What follows belongs to an exercise in optimizing a design on an open flow for small area and a short achievable clock period; a production flow would make more cautious choices. Where RTL was checked, it was by simulation tests only, not by an equivalence proof against the original. Function not checked in run 2: the RTL went through the layout flow alone.

[design/flow/config.mk]
export PLATFORM = sky130hd
export DESIGN_NAME = fp_multiplier
export DESIGN_NICKNAME = fp_multiplier
export VERILOG_FILES = /design/flow/design.v
export SDC_FILE = /design/flow/constraint.sdc
export NUM_CORES = 4
export LEC_CHECK = 0
export CAP_MARGIN = 20
export CORE_MARGIN = 2
export CORE_UTILIZATION = 40
export SLEW_MARGIN = 20
[design/flow/run.sh]
#!/bin/bash
# synth_recipe.tcl (not shown) runs the flow's synth.tcl, then flattens the netlist and writes it again
# the make line also repeats each setting of config.mk as NAME=value (left out here)
make -C /OpenROAD-flow-scripts/flow DESIGN_CONFIG=/design/flow/config.mk WORK_HOME=/design/flow/orfs CLKGATE_MAP_FILE= SYNTH_SCRIPT=/design/flow/synth_recipe.tcl finish
[design/flow/design.v]
module fp_multiplier #(parameter
   INTEGER_WIDTH_A = 3,
   FRACTION_WIDTH_A = 14,
   INTEGER_WIDTH_B = 3,
   FRACTION_WIDTH_B = 14,
   TEMP_INT_WIDTH = 6,
   TEMP_FRAC_WIDTH = 28,
   O_INT_WIDTH = 4,
   O_FRAC_WIDTH = 14
    )(input sign,
      input clk,
      input rst,
      input [((INTEGER_WIDTH_A+FRACTION_WIDTH_A)-1):0]a,
      input [((INTEGER_WIDTH_B+FRACTION_WIDTH_B)-1):0]b,
      output [((O_INT_WIDTH+O_FRAC_WIDTH)-1):0]out, 
      output reg overflow,
      output reg underflow);
      reg [((TEMP_INT_WIDTH+TEMP_FRAC_WIDTH)-1):0]temp_out;
      reg signed [((INTEGER_WIDTH_A+FRACTION_WIDTH_A)-1):0]a_sign;
      reg signed [((INTEGER_WIDTH_A+FRACTION_WIDTH_A)-1):0]b_sign;
      reg [O_INT_WIDTH-1:0]mult_i;
      reg [O_FRAC_WIDTH-1:0]mult_f;
      localparam I_EXT = (O_INT_WIDTH>TEMP_INT_WIDTH) ? (O_INT_WIDTH-TEMP_INT_WIDTH) : 1;
      localparam F_EXT = (O_FRAC_WIDTH>TEMP_FRAC_WIDTH) ? (O_FRAC_WIDTH-TEMP_FRAC_WIDTH) : 1;
      reg sign_s1;
      reg sign_s2;
      always@(posedge clk)begin
        a_sign<=a;
        b_sign<=b;
        sign_s1<=sign;
      end
      always@(posedge clk)begin
        if(rst) begin
            temp_out<=0;
            sign_s2<=0;
        end
        else begin
            sign_s2<=sign_s1;
            if(sign_s1)
                temp_out<=$signed(a_sign) * $signed(b_sign);
            else
                temp_out<=$unsigned(a_sign)*$unsigned(b_sign);
        end
     end
     always@(posedge clk)begin
        if(rst)
            overflow<=0;
        else begin
            if(sign_s2)begin
                if(O_INT_WIDTH>=TEMP_INT_WIDTH)
                    overflow<=0;
                else begin
                    if(temp_out[(TEMP_INT_WIDTH+TEMP_FRAC_WIDTH)-1])
                        overflow<= ~(&temp_out[(TEMP_INT_WIDTH+TEMP_FRAC_WIDTH)-1:(((TEMP_INT_WIDTH+TEMP_FRAC_WIDTH)-1)+(TEMP_INT_WIDTH))-(O_FRAC_WIDTH)]);
                    else
                        overflow <= (|temp_out[(TEMP_INT_WIDTH+TEMP_FRAC_WIDTH)-1:((TEMP_INT_WIDTH+TEMP_FRAC_WIDTH)-(TEMP_INT_WIDTH)-O_INT_WIDTH)]);
                end
           end
           else begin
                if(O_INT_WIDTH>=TEMP_INT_WIDTH)
                    overflow<=0;
                else
                    overflow <= (|temp_out[(TEMP_INT_WIDTH+TEMP_FRAC_WIDTH)-1:((TEMP_INT_WIDTH+TEMP_FRAC_WIDTH)-(TEMP_INT_WIDTH)-O_INT_WIDTH)]);
          end
      end    
   end
   always@(posedge clk) begin
    if(rst)
        underflow<=0;
    else begin
        if(sign_s2)begin
            if(O_FRAC_WIDTH>=TEMP_FRAC_WIDTH)
                underflow<=0;
            else if(temp_out[(TEMP_INT_WIDTH+TEMP_FRAC_WIDTH)-1]==1)
                underflow <= ~(&temp_out[TEMP_FRAC_WIDTH-(O_FRAC_WIDTH-1):0]);
            else if(temp_out[(TEMP_INT_WIDTH+TEMP_FRAC_WIDTH)-1]==0)
                underflow <= |temp_out[TEMP_FRAC_WIDTH-(O_FRAC_WIDTH-1):0];
        end
        else begin
            if(O_FRAC_WIDTH>=TEMP_FRAC_WIDTH)
                underflow<=0;
            else
                underflow <= |temp_out[TEMP_FRAC_WIDTH-(O_FRAC_WIDTH-1):0];
        end
    end
  end
  always@(posedge clk)begin
  if(rst)
    mult_i<=0;
  else begin
    if(sign_s2)begin
        if(O_INT_WIDTH == TEMP_INT_WIDTH)
            mult_i<=temp_out[(TEMP_INT_WIDTH+TEMP_FRAC_WIDTH)-1:TEMP_FRAC_WIDTH];
        else if(O_INT_WIDTH>TEMP_INT_WIDTH)
            mult_i<={{I_EXT{temp_out[(TEMP_INT_WIDTH+TEMP_FRAC_WIDTH)-1]}},temp_out[((TEMP_INT_WIDTH+TEMP_FRAC_WIDTH)-1):TEMP_FRAC_WIDTH]};
        else if(O_INT_WIDTH<TEMP_INT_WIDTH)
            mult_i<=temp_out[INTEGER_WIDTH_A+TEMP_FRAC_WIDTH:TEMP_FRAC_WIDTH];
    end
    else begin
        if(O_INT_WIDTH == TEMP_INT_WIDTH)
            mult_i<=temp_out[(TEMP_INT_WIDTH+TEMP_FRAC_WIDTH)-1:TEMP_FRAC_WIDTH];
        else if(O_INT_WIDTH>TEMP_INT_WIDTH)
            mult_i<={{I_EXT{1'b0}},temp_out[((TEMP_INT_WIDTH+TEMP_FRAC_WIDTH)-1):TEMP_FRAC_WIDTH]};
        else if(O_INT_WIDTH<TEMP_INT_WIDTH)
            mult_i<=temp_out[INTEGER_WIDTH_A+TEMP_FRAC_WIDTH:TEMP_FRAC_WIDTH];
    end
  end
  end
  always@(posedge clk)begin
    if(rst)
        mult_f<=0;
    else begin
        if(O_FRAC_WIDTH>TEMP_FRAC_WIDTH)
            mult_f <= {temp_out[TEMP_FRAC_WIDTH-1:0],{F_EXT{1'b0}}};
        else if(O_FRAC_WIDTH<TEMP_FRAC_WIDTH)
            mult_f <= temp_out[(TEMP_FRAC_WIDTH-1):(TEMP_FRAC_WIDTH-O_FRAC_WIDTH)];
        else if(O_FRAC_WIDTH==TEMP_FRAC_WIDTH)
            mult_f <= temp_out[TEMP_FRAC_WIDTH-1:0];
    end
 end
 assign out = {mult_i,mult_f};
endmodule
[design/flow/constraint.sdc]
create_clock -name core_clock -period 8.0 [get_ports {clk}]
set_input_delay 1.6000 -clock core_clock [delete_from_list [all_inputs] [get_ports {clk}]]
set_output_delay 1.6000 -clock core_clock [all_outputs]
set_load 0.01 [all_outputs]
==> flow_summary.yaml, run 1 <==
outcome:
  outcome: "no timing/DRC/antenna violations"
routing:
  wl_met3_um: 1060
  first_pass_iters: 5
  post_drt_via_cell_ratio: 4.92
  dr.max_layer_used: "met4"
  ant_nets: 0
  drcViolationCount: 0
  routed_wl_um: 45100
  drt_iter0_drc: 631
  wl_per_cell_um: 17.1
  via_count: 13000
  wl_met2_um: 25200
  wl_met1_um: 17000
sta:
  min_period_ns: 6.90
  tns_ns: 0
  max-slew-margin-rel_pct: 44.9
  tightestPinTransition_ns: 0.825
  rsz0062_at_grt: "false"
  finClkSkew_ns: 0.0253
  finalSetupViolCount: 0
  hold_violations: 0
  max_freq_ghz: 0.145
  final.period_utilization_pct: 86.3
  drv_slew: 0
yosys:
  ys.flop_type: "dfxtp_1"
  syn_nets: 2626
  synth-edff-count: 0
  synth_top_family_by_area: "adder cells"
  synth-compound-area-share_pct: 6.62
  mappedNetlistArea_um2: 18800
  synthCells: 2004
  synth_xor_area_share_pct: 2.61
  yosysUniqueCellTypes: 64
  synthAdderAreaFrac_pct: 55.8
  yosysSeqAreaShare_pct: 9.59
  synth_area_per_cell_um2: 9.37
  muxShareOfSynthArea_pct: 0.480
  synth-simple-area-share_pct: 13.0
  yosys_warnings: 1
  synth_seq_cells: 90
  synth-async-reset-ratio_pct: 0
layout:
  multiInputGateArea_um2: 14700
  syn2layout_area_growth_pct: 8.25
  diodes: 0
  drive_gt1_share_pct: 2.21
  fillers: 4574
  fin_cells: 2639
  final_nets: 2649
  regArea_um2: 1800
  most-common-layout-cells: "537 x inv_1, 421 x fa_1, 188 x nand2_1, 164 x ha_1, 132 x and2_1"
  mostFrequentLayoutCell: "inv_1"
floorplan:
  fp.dieH_um: 221
  coreArea_um2: 46500
  ios: 57
  dieArea_um2: 48700
  rows: 79
  die_x_um: 221
  start_util_pct: 40.4
setup_path:
  path_cells: "nand2_1 > fa_1 > fa_1 > inv_1 > fa_1 > inv_1 > fa_1 > inv_1 > fa_1 > inv_1 > fa_1 > inv_1 > ha_1 > nand2_1 > or3_1 > nor3_1 > or2_4 > a221o_1 > a21oi_1 > xnor2_1 > nand2_1 > a21oi_1"
  timing.rr.end: "temp_out[29]$_SDFF_PP0_"
  worst-path-buf-inv: 5
  r2r_start: "a_sign[11]$_DFF_P_"
  cp_common_cell: "fa_1"
  ff2ff_path_depth: 22
  endpoint: "temp_out[29]$_SDFF_PP0_"
  path_class: "register to register"
  cp_top_family: "adder cells"
  worst_ep_required_time_ns: 8.30
  path_max_fanout: 18
  end_kind: "register"
  cpPeakStageDelay_ns: 0.82
  crit_start: "a_sign[11]$_DFF_P_"
  worst_setup_path_start_kind: "register"
  cp_slowest_cell: "dfxtp_1"
  ff2ff_setup_slack_ns: 1.10
  crit_arrival_ns: 7.21
  cp.depth: 22
placed_design:
  place.gp.congestion: 0.840
  place_inst: 2623
  hpwl_um: 38800
  port_buffers: 56
clock_network:
  cts_root_buf: "clkbuf_16"
  clk_latency_ns: 0.40
  cts_buffers: 9
  cts_tree: "built"
  clockBufferDepth: 2
  cts_setup_buffers: 0
  cts_max_level: 3
  holdBufCountCts: 0
  cts-resized-gates: 0
  path_clk_slew_ns: 0.08
  cts_sinks: 90
global_routing:
  grt_max_degree: 58
  grt_antenna_before_repair: 0
  grt_pass1_vias: 15300
  grt_first_pass_wirelength_um: 77000
  overflow: 0
  groute.usage.overall_pct: 20.7
min_path:
  holdCritPathClass: "register to register"
  worstHoldPathCells: 1
job:
  maxCapViolations: 0
-- routing by layer --
metal,up-vias,GRT usage (%)
met5,-,0
met4,0,8.33
met3,81,2.75
met2,185,40.4
met1,6695,22.3
li1,6022,-
-- area by class of cell --
cell class              count  share of cell area, %
well taps                 607                   3.74
clock inverters             7                  0.609
clock buffers               9                   1.11
flip-flops and latches     90                   8.87
inverters                 538                   9.93
repair buffers             69                   3.21
multi-input cells        1319                   72.5
-- flip-flops by register name (all words and copies together), names as in the netlist --
signal,count
overflow,1
b_sign,17
sign_s1,1
temp_out,34
sign_s2,1
a_sign,17
mult_i,4
mult_f,14
underflow,1
-- cell families after synthesis --
group | after synthesis
adders and majority gates | 585
DFF | 90
AOI/OAI and AO/OA | 177
buffers and inverters | 595
muxes | 9
and+or+nand+nor | 492
xor gates and xnor gates | 56
-- worst register-to-register path: stages, from the launching register on --
cell and delay (ns):
dfxtp_1 0.82, nand2_1 0.19, fa_1 0.56, fa_1 0.56
inv_1 0.06, fa_1 0.50, inv_1 0.06, fa_1 0.60
inv_1 0.07, fa_1 0.48, inv_1 0.05, fa_1 0.48
inv_1 0.04, ha_1 0.38, nand2_1 0.14, or3_1 0.40
nor3_1 0.44, or2_4 0.24, a221o_1 0.19, a21oi_1 0.09
xnor2_1 0.24, nand2_1 0.09, a21oi_1 0.16
-- worst min-delay path by stage --
stage,from,to,slack (ns)
final,temp_out[17]$_SDFF_PP0_,mult_f[3]$_SDFF_PP0_,0.44
after global routing,temp_out[17]$_SDFF_PP0_,mult_f[3]$_SDFF_PP0_,0.46
after CTS,temp_out[17]$_SDFF_PP0_,mult_f[3]$_SDFF_PP0_,0.45
after detailed placement,temp_out[17]$_SDFF_PP0_,mult_f[3]$_SDFF_PP0_,0.43
after global placement,temp_out[17]$_SDFF_PP0_,mult_f[3]$_SDFF_PP0_,0.43
after floorplan,temp_out[16]$_SDFF_PP0_,mult_f[2]$_SDFF_PP0_,0.41
-- metrics by stage --
stage / util [%] / hold WS (ns) / setup slack, ns / cell area (µm²)
global route: 43.8 / 0.462 / 0.634 / 20300
finish: 43.8 / 0.439 / 1.10 / 20300
CTS: 43.8 / 0.446 / 1.09 / 20300
floorplan: - / 0.414 / 1.64 / 18800
global placement: 43.0 / 0.433 / 1.18 / 20000
detailed placement: 43.0 / 0.429 / 1.10 / 20000
-- synth_stat cells, types with 13 or more instances --
master,count,share of area [%]
ha_1,164,11
fa_1,421,45
xor2_1,20,0.93
dfxtp_1,90,9.6
xnor2_1,36,1.7
a21oi_1,48,1.3
nor2b_1,27,0.90
nor2_1,70,1.4
a21o_1,24,0.96
nor3_1,13,0.35
o21ai_0,14,0.37
nand2_1,188,3.8
clkbuf_1,52,1.0
and2_1,132,4.4
inv_1,537,11
==> run 2, diff against run 1 <==
==> design/flow/design.v (replaced) <==
module fp_multiplier (
    input         sign,
    input         clk,
    input         rst,
    input  [16:0] a,
    input  [16:0] b,
    output [17:0] out,
    output reg    overflow,
    output reg    underflow
);
  reg [17:0] xr, yr;
  reg        s1, s2, rst_d;
  reg [19:0] p2;
  reg [1:0]  lo2;
  reg [17:0] out_r;
  always @(posedge clk) begin
    xr <= {sign & a[16], a};
    yr <= {sign & b[16], b};
    s1 <= sign;
  end
  wire signed [35:0] pf = $signed(xr) * $signed(yr);
  wire [33:0] p = pf[33:0];
  always @(posedge clk) begin
    s2    <= s1;
    rst_d <= rst;
    p2    <= p[33:14];
    lo2   <= {|p[13:0], &p[13:0]};
  end
  wire neg   = s2 & p2[19];
  wire ovf_w = neg ? ~&p2[19:11] : |p2[19:10];
  wire unf_w = neg ? ~(&p2[1:0] & lo2[0]) : (|p2[1:0] | lo2[1]);
  wire clr   = rst | rst_d;
  always @(posedge clk) begin
    out_r     <= clr ? 18'd0 : p2[17:0];
    overflow  <= clr ? 1'b0 : ovf_w;
    underflow <= clr ? 1'b0 : unf_w;
  end
  assign out = out_r;
endmodule
==> run 2 against run 1 <==
Sequential share of layout area is 2.0 points higher; routed wire length is 30% lower; setup slack better by 0.30 ns; count of clock-buffer cells in the layout is 4 higher; synthesized cell count is 28% lower; maximum frequency is 4.5% higher; first-iteration DRC count is 52% lower; utilization is 0.72 points higher; flip-flop and latch count is 9 lower; critical path type unchanged; critical endpoint is now p2[19]$_DFF_P_.
==> flow_summary.yaml, run 2 <==
clock_network:
  cts_sinks: 81
  cts_setup_buffers: 0
  cts_buffers: 9
  path_clk_slew_ns: 0.06
  clockBufferDepth: 2
  clk_latency_ns: 0.35
  cts_max_level: 3
  cts_tree: "built"
  cts-resized-gates: 0
  cts_root_buf: "clkbuf_16"
  holdBufCountCts: 0
setup_path:
  path_class: "register to register"
  crit_arrival_ns: 6.84
  worst_ep_required_time_ns: 8.23
  end_kind: "register"
  path_max_fanout: 18
  worst_setup_path_start_kind: "register"
routing:
  via_count: 9299
  wl_met2_um: 16500
  drcViolationCount: 0
  wl_per_cell_um: 16.5
  wl_met1_um: 12500
  ant_nets: 0
  first_pass_iters: 5
  post_drt_via_cell_ratio: 4.86
  drt_iter0_drc: 304
  routed_wl_um: 31500
  wl_met3_um: 1040
  dr.max_layer_used: "met4"
sta:
  max-slew-margin-rel_pct: 38.1
  finClkSkew_ns: 0.00773
  rsz0062_at_grt: "false"
  min_period_ns: 6.61
  tightestPinTransition_ns: 0.920
  max_freq_ghz: 0.151
  final.period_utilization_pct: 82.6
  drv_slew: 0
  hold_violations: 0
  finalSetupViolCount: 0
  tns_ns: 0
layout:
  largest_register_ffs: 20
  syn2layout_area_growth_pct: 9.37
  regMostFlops: "p2"
  diodes: 0
  drive_gt1_share_pct: 1.64
  regArea_um2: 1620
  mostFrequentLayoutCell: "inv_1"
  final_area_um2: 14900
  fillers: 3300
  multiInputGateArea_um2: 10500
  most-common-layout-cells: "351 x inv_1, 315 x fa_1, 184 x and2_1, 156 x nand2_1, 90 x ha_1"
  final_nets: 1901
  final_util_pct: 44.5
yosys:
  synthMostInstantiatedCell: "inv_1"
  yosys.area.top_type: "fa_1"
  synthAdderAreaFrac_pct: 54.5
  synth_top_family_by_area: "adder cells"
  synth_common_cells: "351 x inv_1, 315 x fa_1, 184 x and2_1"
  synth-async-reset-ratio_pct: 0
  synthCells: 1437
  synth-edff-count: 0
  synth_area_per_cell_um2: 9.49
  synth_area_leaders: "fa_1 46%, dfxtp_1 12%, inv_1 9.7%"
  synth_seq_cells: 81
  synth-compound-area-share_pct: 3.79
  synth_xor_area_share_pct: 2.44
  syn_nets: 1879
  synth_top_cell_area_share_pct: 46.2
  muxShareOfSynthArea_pct: 0.0734
  synth-simple-area-share_pct: 16.3
  yosysUniqueCellTypes: 44
  yosys_warnings: 1
  ys.flop_type: "dfxtp_1"
  mappedNetlistArea_um2: 13600
  yosysSeqAreaShare_pct: 11.9
placed_design:
  placed_area_um2: 14600
  place.gp.congestion: 0.859
  hpwl_um: 26300
  port_buffers: 56
floorplan:
  ios: 57
  rows: 67
  die_x_um: 189
  start_util_pct: 40.7
  coreArea_um2: 33500
  fp.dieH_um: 189
  dieArea_um2: 35600
job:
  maxCapViolations: 0
min_path:
  holdCritPathClass: "register to register"
global_routing:
  grt_first_pass_wirelength_um: 54200
  grt_antenna_before_repair: 0
  grt_pass1_vias: 10600
  grt_max_degree: 21
  overflow: 0
  groute.usage.overall_pct: 19.6
outcome:
  outcome: "no timing/DRC/antenna violations"
[run 2: kinds of logic after synthesis]
kind of cell / count (synthesis)
multiplexers: 1
AO/OA/AOI/OAI: 81
XOR/XNOR: 38
flip-flops: 81
AND/OR/NAND/NOR: 431
adder cells (fa/ha/maj): 405
buffers and inverters: 400
[run 2: per-layer routing]
layer  vias to the layer above  global-route usage, %
met5                         -                      0
met4                         0                   9.31
met3                        66                   2.33
met2                       180                   35.6
met1                      4818                   23.0
li1                       4235                      -
[run 2: stage by stage]
step	worst slack [ns]	cells	hold slack, ns
4_1_cts	1.40	1912	0.338
3_5_place_dp	1.41	1896	0.323
3_3_place_gp	1.54	1896	0.322
2_1_floorplan	2.05	1437	0.310
6_report	1.39	1912	0.334
5_1_grt	1.05	1912	0.347
[run 2: area by class of cell]
class,instances,area share (%)
Sequential cell,81,10.9
Clock buffer,13,1.74
Timing Repair Buffer,60,3.96
Tap cell,448,3.76
Multi-Input combinational cell,956,70.5
Clock inverter,3,0.319
Inverter,351,8.83
[run 2: critical path, stage by stage (launching register included)]
cell	delay [ns]
dfxtp_1	0.80
nand2_1	0.28
fa_1	0.64
fa_1	0.77
inv_1	0.19
fa_1	0.49
fa_1	0.56
fa_1	0.42
fa_1	0.45
ha_1	0.37
a21o_1	0.20
a221o_1	0.41
o21bai_1	0.21
a31o_2	0.26
a21oi_1	0.15
o21ai_0	0.13
xnor2_1	0.14
[run 2: path summary, 6_finish.rpt]
kind	startpoint	to	slack [ns]	cells past startpoint
hold reg to reg	s1$_DFF_P_	s2$_DFF_P_	0.33	0
setup reg to reg	yr[3]$_DFF_P_	p2[19]$_DFF_P_	1.39	16
setup / recovery	yr[3]$_DFF_P_	p2[19]$_DFF_P_	1.39	16
hold / removal	s1$_DFF_P_	s2$_DFF_P_	0.33	0

## separate check: timing with driven ports
Ports are ideal in the flow. The routed layouts listed here were re-timed in OpenROAD. Step 1 sets driving cells, clkbuf_16 on the clock port and buf_2 on the other inputs (assumed; they add their load-dependent delay and slew). Step 2 adds t to the input delays and takes it off the output delays; t is the mean of the earliest and latest rising clock arrival at the registers after step 1. Input paths then give back, and output paths get back, about the clock's delay inside the block. a / b / c = ideal ports / drivers / drivers and shift; a / b = the first two.
run | shift t [ns] | slack for setup (ns) | worst data-port slew with drivers (ns)
run 1 | 0.440 | 1.095 / 1.095 / 1.095 | 0.04
run 2 | 0.396 | 1.390 / 1.390 / 1.390 | 0.04
After both steps every run listed still meets setup and hold.
